Context: an optimization exercise on an open-source flow, tuned for small area and a short achievable clock period. The choices shown serve that exercise and are no tape-out recipe.
The clock port is modelled as an ideal driver, which makes a skipped or thinned clock tree look cheaper than it is; a real chip needs a root buffer or a tree.
Power figures rest on the tool's default switching activity, not on a simulated workload.

## old
==> flow/design.v <==
module fifo #(
  parameter DATA_WIDTH = 32,
  parameter DEPTH      = 16
) (
  input  logic                  clk,
  input  logic                  rst_n,
  input  logic                  wr_en,
  input  logic [DATA_WIDTH-1:0] wr_data,
  input  logic                  rd_en,
  output logic [DATA_WIDTH-1:0] rd_data,
  output logic                  full,
  output logic                  empty
);
  localparam RD = DEPTH - 1;             
  logic [DATA_WIDTH-1:0] head;
  logic [DATA_WIDTH-1:0] mem [RD];
  logic [RD-1:0]         wsel, src;
  logic [DEPTH-1:0]      lvl;
  logic nempty, ram_ne, is_full;
  logic push, pop, up, down;
  logic [DATA_WIDTH-1:0] head_d;
  logic [DEPTH-1:0]      lvl_n;
  logic [RD-1:0]         wsel_n, src_n;
  assign nempty  = lvl[0];
  assign ram_ne  = lvl[1];
  assign is_full = lvl[DEPTH-1];
  assign push = wr_en && !is_full;
  assign pop  = rd_en && nempty;
  assign up   = push && !pop;
  assign down = pop && !push;
  always_ff @(posedge clk) begin
    for (int i = 0; i < RD; i++)
      if (wr_en && wsel[i]) mem[i] <= wr_data;
  end
  always_comb begin
    head_d = wr_data & {DATA_WIDTH{!ram_ne}};
    for (int i = 0; i < RD; i++)
      head_d = head_d | (mem[i] & {DATA_WIDTH{src[i]}});
  end
  always_ff @(posedge clk) begin
    if (rd_en || !nempty)
      head <= head_d;
  end
  always_comb begin
    for (int k = 0; k < DEPTH; k++) begin
      if (up)
        lvl_n[k] = (k == 0) ? 1'b1 : lvl[k-1];
      else if (down)
        lvl_n[k] = (k == DEPTH-1) ? 1'b0 : lvl[k+1];
      else
        lvl_n[k] = lvl[k];
    end
    if (is_full)
      wsel_n = rd_en ? src : '0;
    else if (push && nempty && !(pop && !ram_ne))
      wsel_n = (up && lvl[DEPTH-2]) ? '0 : {wsel[RD-2:0], wsel[RD-1]};
    else
      wsel_n = wsel;
    if (ram_ne) begin
      if (down && !lvl[2])
        src_n = '0;                          
      else if (rd_en)
        src_n = {src[RD-2:0], src[RD-1]};
      else
        src_n = src;
    end else begin
      src_n = (up && nempty) ? wsel : '0;
    end
  end
  always_ff @(posedge clk or negedge rst_n) begin
    if (!rst_n) begin
      wsel <= {{(RD-1){1'b0}}, 1'b1};
      src  <= '0;
      lvl  <= '0;
    end else begin
      wsel <= wsel_n;
      src  <= src_n;
      lvl  <= lvl_n;
    end
  end
  assign rd_data = head;
  assign full    = is_full;
  assign empty   = !nempty;
endmodule
clock: 4.2 ns
lec_check: 0
cap_margin: 20
core_margin: 2
core_utilization: 65
cts_cluster_diameter: 70
cts_cluster_size: 25
place_density: 0.75
setup_slack_margin: 2.4
slew_margin: 20
run.sh (not shown) runs the stock make flow with config.mk's settings and CLKGATE_MAP_FILE= SYNTH_SCRIPT=/design/flow/synth_recipe.tcl, a recipe that flattens the netlist after the stock synthesis.
### old -> new
==> flow/design.v <==
module fifo #(
  parameter DATA_WIDTH = 32,
  parameter DEPTH      = 16
) (
  input  logic                  clk,
  input  logic                  rst_n,
  input  logic                  wr_en,
  input  logic [DATA_WIDTH-1:0] wr_data,
  input  logic                  rd_en,
  output logic [DATA_WIDTH-1:0] rd_data,
  output logic                  full,
  output logic                  empty
);
  localparam RD = DEPTH - 1;             
  logic [DATA_WIDTH-1:0] head;
  logic [DATA_WIDTH-1:0] mem [RD];
  logic [RD-1:0]         wsel, src;
  logic [DEPTH-1:0]      lvl;
  logic nempty, ram_ne, is_full;
  logic [DATA_WIDTH-1:0] head_d;
  logic [DEPTH-1:0]      lvl_n;
  logic [RD-1:0]         wsel_n, src_n;
  assign nempty  = lvl[0];
  assign ram_ne  = lvl[1];
  assign is_full = lvl[DEPTH-1];
  always_ff @(posedge clk) begin
    for (int i = 0; i < RD; i++)
      if (wr_en && wsel[i]) mem[i] <= wr_data;
  end
  always_comb begin
    head_d = wr_data & {DATA_WIDTH{!ram_ne}};
    for (int i = 0; i < RD; i++)
      head_d = head_d | (mem[i] & {DATA_WIDTH{src[i]}});
  end
  always_ff @(posedge clk) begin
    if (rd_en || !nempty)
      head <= head_d;
  end
  logic [DEPTH-1:0] lvl_up, lvl_dn;
  logic [RD-1:0]    wsel_adv, src_rot;
  assign lvl_up   = {lvl[DEPTH-2:0], 1'b1};
  assign lvl_dn   = {1'b0, lvl[DEPTH-1:1]};
  assign wsel_adv = {wsel[RD-2:0], wsel[RD-1]};
  assign src_rot  = {src[RD-2:0], src[RD-1]};
  always_comb begin
    case ({wr_en, rd_en})
      2'b10: begin    
        lvl_n  = is_full ? lvl : lvl_up;
        wsel_n = (!is_full && nempty) ? (lvl[DEPTH-2] ? '0 : wsel_adv) : wsel;
        src_n  = ram_ne ? src : (nempty ? wsel : '0);
      end
      2'b01: begin    
        lvl_n  = nempty ? lvl_dn : lvl;
        wsel_n = is_full ? src : wsel;
        src_n  = (ram_ne && lvl[2]) ? src_rot : '0;
      end
      2'b11: begin    
        lvl_n  = !nempty ? lvl_up : (is_full ? lvl_dn : lvl);
        wsel_n = is_full ? src : (ram_ne ? wsel_adv : wsel);
        src_n  = ram_ne ? src_rot : '0;
      end
      default: begin  
        lvl_n  = lvl;
        wsel_n = wsel;
        src_n  = src;
      end
    endcase
  end
  always_ff @(posedge clk or negedge rst_n) begin
    if (!rst_n) begin
      wsel <= {{(RD-1){1'b0}}, 1'b1};
      src  <= '0;
      lvl  <= '0;
    end else begin
      wsel <= wsel_n;
      src  <= src_n;
      lvl  <= lvl_n;
    end
  end
  assign rd_data = head;
  assign full    = is_full;
  assign empty   = !nempty;
endmodule
## What came out
Compare old and new | met3 wire length higher: new
Summary of new over old: number of buffers other than clock buffers in the final layout decreased 11%, final cell count went up by 61, number of global-route vias before repair higher, power now sits higher, via count higher.
The higher height of the chip of old and new is in new.
Against old as the reference, new delivers a lower worst setup margin.
Relative to old, final worst-path cycle share increased by 1.5 points in new.
No run of this note included a check of the RTL's function; only the layout flow was run.


v6:
Another version of the RTL of fifo (not shown whole).
Size in the first run: roughly 1200 cells after synthesis, about 550 flip-flops, roughly 70 I/O pins.
==> module fifo, before the edit <==
module fifo #(
  parameter DATA_WIDTH = 32,
  parameter DEPTH      = 16
) (
  input  logic                  clk,
  input  logic                  rst_n,
  input  logic                  wr_en,
  input  logic [DATA_WIDTH-1:0] wr_data,
  input  logic                  rd_en,
  output logic [DATA_WIDTH-1:0] rd_data,
  output logic                  full,
  output logic                  empty
);
  localparam RD  = DEPTH - 1;            
  localparam RAW = $clog2(RD);
  logic [DATA_WIDTH-1:0] head;
  logic [DATA_WIDTH-1:0] mem [RD];
  logic [RAW-1:0]        wptr;
  logic [RD-1:0]         wsel, src;
  logic [DEPTH-1:0]      lvl;
  logic nempty, ram_ne, is_full;
  logic [DATA_WIDTH-1:0] head_d;
  logic [DEPTH-1:0]      lvl_n;
  logic [RAW-1:0]        wptr_n;
  logic [RD-1:0]         src_n;
  assign nempty  = lvl[0];
  assign ram_ne  = lvl[1];
  assign is_full = lvl[DEPTH-1];
  always_comb
    for (int i = 0; i < RD; i++)
      wsel[i] = !is_full && wptr == i;
  always_ff @(posedge clk) begin
    for (int i = 0; i < RD; i++)
      if (wr_en && wsel[i]) mem[i] <= wr_data;
  end
  always_comb begin
    head_d = wr_data & {DATA_WIDTH{!ram_ne}};
    for (int i = 0; i < RD; i++)
      head_d = head_d | (mem[i] & {DATA_WIDTH{src[i]}});
  end
  logic hold;
  assign hold = nempty && !rd_en;
  always_ff @(posedge clk)
    head <= (head & {DATA_WIDTH{hold}}) | (head_d & {DATA_WIDTH{!hold}});
  logic [DEPTH-1:0] lvl_up, lvl_dn;
  logic [RAW-1:0]   wptr_adv;
  logic [RD-1:0]    src_rot;
  assign lvl_up   = {lvl[DEPTH-2:0], 1'b1};
  assign lvl_dn   = {1'b0, lvl[DEPTH-1:1]};
  assign wptr_adv = (wptr == RD-1) ? '0 : wptr + 1'b1;
  assign src_rot  = {src[RD-2:0], src[RD-1]};
  always_comb begin
    case ({wr_en, rd_en})
      2'b10: begin    
        lvl_n  = is_full ? lvl : lvl_up;
        wptr_n = (!is_full && nempty) ? wptr_adv : wptr;
        src_n  = ram_ne ? src : (nempty ? wsel : '0);
      end
      2'b01: begin    
        lvl_n  = nempty ? lvl_dn : lvl;
        wptr_n = wptr;
        src_n  = (ram_ne && lvl[2]) ? src_rot : '0;
      end
      2'b11: begin    
        lvl_n  = !nempty ? lvl_up : (is_full ? lvl_dn : lvl);
        wptr_n = (!is_full && ram_ne) ? wptr_adv : wptr;
        src_n  = ram_ne ? src_rot : '0;
      end
      default: begin  
        lvl_n  = lvl;
        wptr_n = wptr;
        src_n  = src;
      end
    endcase
  end
  always_ff @(posedge clk or negedge rst_n) begin
    if (!rst_n) begin
      wptr <= '0;
      src  <= '0;
      lvl  <= '0;
    end else begin
      wptr <= wptr_n;
      src  <= src_n;
      lvl  <= lvl_n;
    end
  end
  assign rd_data = head;
  assign full    = is_full;
  assign empty   = !nempty;
endmodule
Settings: LEC_CHECK=0, CAP_MARGIN=20, CORE_MARGIN=2, CORE_UTILIZATION=65, PLACE_DENSITY=0.75, SETUP_SLACK_MARGIN=2.4, SLEW_MARGIN=20; clock period 4.2 ns.
standard.sh (not shown) runs the stock make flow with config.mk's settings and CLKGATE_MAP_FILE= SYNTH_SCRIPT=/design/flow/synth_recipe.tcl, a recipe that flattens the netlist after the stock synthesis.
==> flow/flow/run.sh <==
#!/bin/bash
# Standard layout, except that the clock tree CTS builds is replaced (in the
# POST_CTS hook) by a balanced two-level tree: four root buffers fed by the
# clock port, each feeding leaf buffers that drive ~28 registers each.
set -euo pipefail
export POST_CTS_TCL="$PWD/flow/mycts.tcl"
export MYCTS_CLK=clk
export MYCTS_PER=22
bash standard.sh > standard_flow.log 2>&1 || { tail -50 standard_flow.log; exit 1; }
tail -5 standard_flow.log
Other scripts of this flow, unchanged in this note and not shown: flow/flow/mycts.tcl
What v7 does differently from v6 at the input level:
==> flow/design.v <==
module fifo #(
  parameter DATA_WIDTH = 32,
  parameter DEPTH      = 16
) (
  input  logic                  clk,
  input  logic                  rst_n,
  input  logic                  wr_en,
  input  logic [DATA_WIDTH-1:0] wr_data,
  input  logic                  rd_en,
  output logic [DATA_WIDTH-1:0] rd_data,
  output logic                  full,
  output logic                  empty
);
  localparam RD = DEPTH - 1;             
  logic [DATA_WIDTH-1:0] head;
  logic [DATA_WIDTH-1:0] mem [RD];
  logic [RD-1:0]         wsel, src;
  logic [RD-1:0]         src2;           
  logic [DEPTH-1:0]      lvl;
  logic nempty, ram_ne, is_full;
  logic [DATA_WIDTH-1:0] head_d;
  logic [DEPTH-1:0]      lvl_n;
  logic [RD-1:0]         wsel_n, src_n, src2_n;
  assign nempty  = lvl[0];
  assign ram_ne  = lvl[1];
  assign is_full = lvl[DEPTH-1];
  always_ff @(posedge clk) begin
    for (int i = 0; i < RD; i++)
      if (wr_en && wsel[i]) mem[i] <= wr_data;
  end
  always_comb begin
    head_d = wr_data & {DATA_WIDTH{!ram_ne}};
    for (int i = 0; i < RD; i++)
      head_d = head_d | (mem[i] & {{(DATA_WIDTH/2){src2[i]}}, {(DATA_WIDTH/2){src[i]}}});
  end
  logic hold;
  assign hold = nempty && !rd_en;
  always_ff @(posedge clk)
    head <= (head & {DATA_WIDTH{hold}}) | (head_d & {DATA_WIDTH{!hold}});
  logic [DEPTH-1:0] lvl_up, lvl_dn;
  logic [RD-1:0]    wsel_adv, src_rot, src2_rot;
  assign lvl_up   = {lvl[DEPTH-2:0], 1'b1};
  assign lvl_dn   = {1'b0, lvl[DEPTH-1:1]};
  assign wsel_adv = {wsel[RD-2:0], wsel[RD-1]};
  assign src_rot  = {src[RD-2:0], src[RD-1]};
  assign src2_rot = {src2[RD-2:0], src2[RD-1]};
  always_comb begin
    case ({wr_en, rd_en})
      2'b10: begin    
        lvl_n  = is_full ? lvl : lvl_up;
        wsel_n = (!is_full && nempty) ? (lvl[DEPTH-2] ? '0 : wsel_adv) : wsel;
        src_n  = ram_ne ? src : (nempty ? wsel : '0);
        src2_n = ram_ne ? src2 : (nempty ? wsel : '0);
      end
      2'b01: begin    
        lvl_n  = nempty ? lvl_dn : lvl;
        wsel_n = is_full ? src : wsel;
        src_n  = (ram_ne && lvl[2]) ? src_rot : '0;
        src2_n = (ram_ne && lvl[2]) ? src2_rot : '0;
      end
      2'b11: begin    
        lvl_n  = !nempty ? lvl_up : (is_full ? lvl_dn : lvl);
        wsel_n = is_full ? src : (ram_ne ? wsel_adv : wsel);
        src_n  = ram_ne ? src_rot : '0;
        src2_n = ram_ne ? src2_rot : '0;
      end
      default: begin  
        lvl_n  = lvl;
        wsel_n = wsel;
        src_n  = src;
        src2_n = src2;
      end
    endcase
  end
  always_ff @(posedge clk or negedge rst_n) begin
    if (!rst_n) begin
      wsel <= {{(RD-1){1'b0}}, 1'b1};
      src  <= '0;
      src2 <= '0;
      lvl  <= '0;
    end else begin
      wsel <= wsel_n;
      src  <= src_n;
      src2 <= src2_n;
      lvl  <= lvl_n;
    end
  end
  assign rd_data = head;
  assign full    = is_full;
  assign empty   = !nempty;
endmodule
==> notes.md <==
v7 vs v6: setup skew after layout down. Worst supply voltage drop on vdd sits higher in v7 than in v6. Of v6 and v7, the lower met2 capacity usage during global routing belongs to v7. The wire length number comes out lower for v7 vs v6. Going from v6 to v7, combinational power grew by more than a quarter. Where setup slack is concerned, v6 is outperformed by v7. On worst hold slack, v6 and v7 are neck and neck. | pin count of the biggest net entering global routing | lower: v6 |. As far as number of flops mapped to enable cells by yosys goes, v6 and v7 are indistinguishable; the numbers are identical. From v6 to v7 the numbers moved as follows: maximum operating frequency up about 18%, number of filler instances in the final layout went up, fraction of the yosys area taken by sequential cells lower, data arrival time of the critical path shrank by 1.24 ns.
No functional check of the RTL was part of any run of this note. No run of this note takes its clock network from TritonCTS; it comes from the design's own scripts or RTL.

afterwards: timing with drivers on the ports:
How much do the figures lean on ideal ports? The routed layouts below were timed once more, with nothing changed but the port constraints.
Step 1 sets driving cells, clkbuf_16 on the clock port and buf_2 on the other inputs (assumed; they add their load-dependent delay and slew).
Step 2 also shifts input and output timing later by t, the mid clock arrival at the registers, as if the neighbouring blocks saw the same clock.
a / b / c = no drivers / after step 1 / after step 2; a / b = the first two.
run	t (ns)	setup WS [ns]	hold slack, ns	latest minus earliest clock arrival (ns)
old	0.643	2.183 / 2.129 / 1.797	0.225 / 0.197 / 0.517	0.034 / 0.035
new	0.638	2.120 / 2.068 / 1.776	0.260 / 0.233 / 0.551	0.026 / 0.026
v6	0.470	2.080 / 2.131 / 1.670	0.564 / 0.564 / 0.564	0.060 / 0.060
v7	0.454	2.405 / 2.293 / 2.035	0.562 / 0.532 / 0.562	0.029 / 0.029
After both steps every run listed still meets setup and hold. The setup slack of v6, which loses most, moves by +0.051 ns with the drivers and by -0.410 ns with both steps.
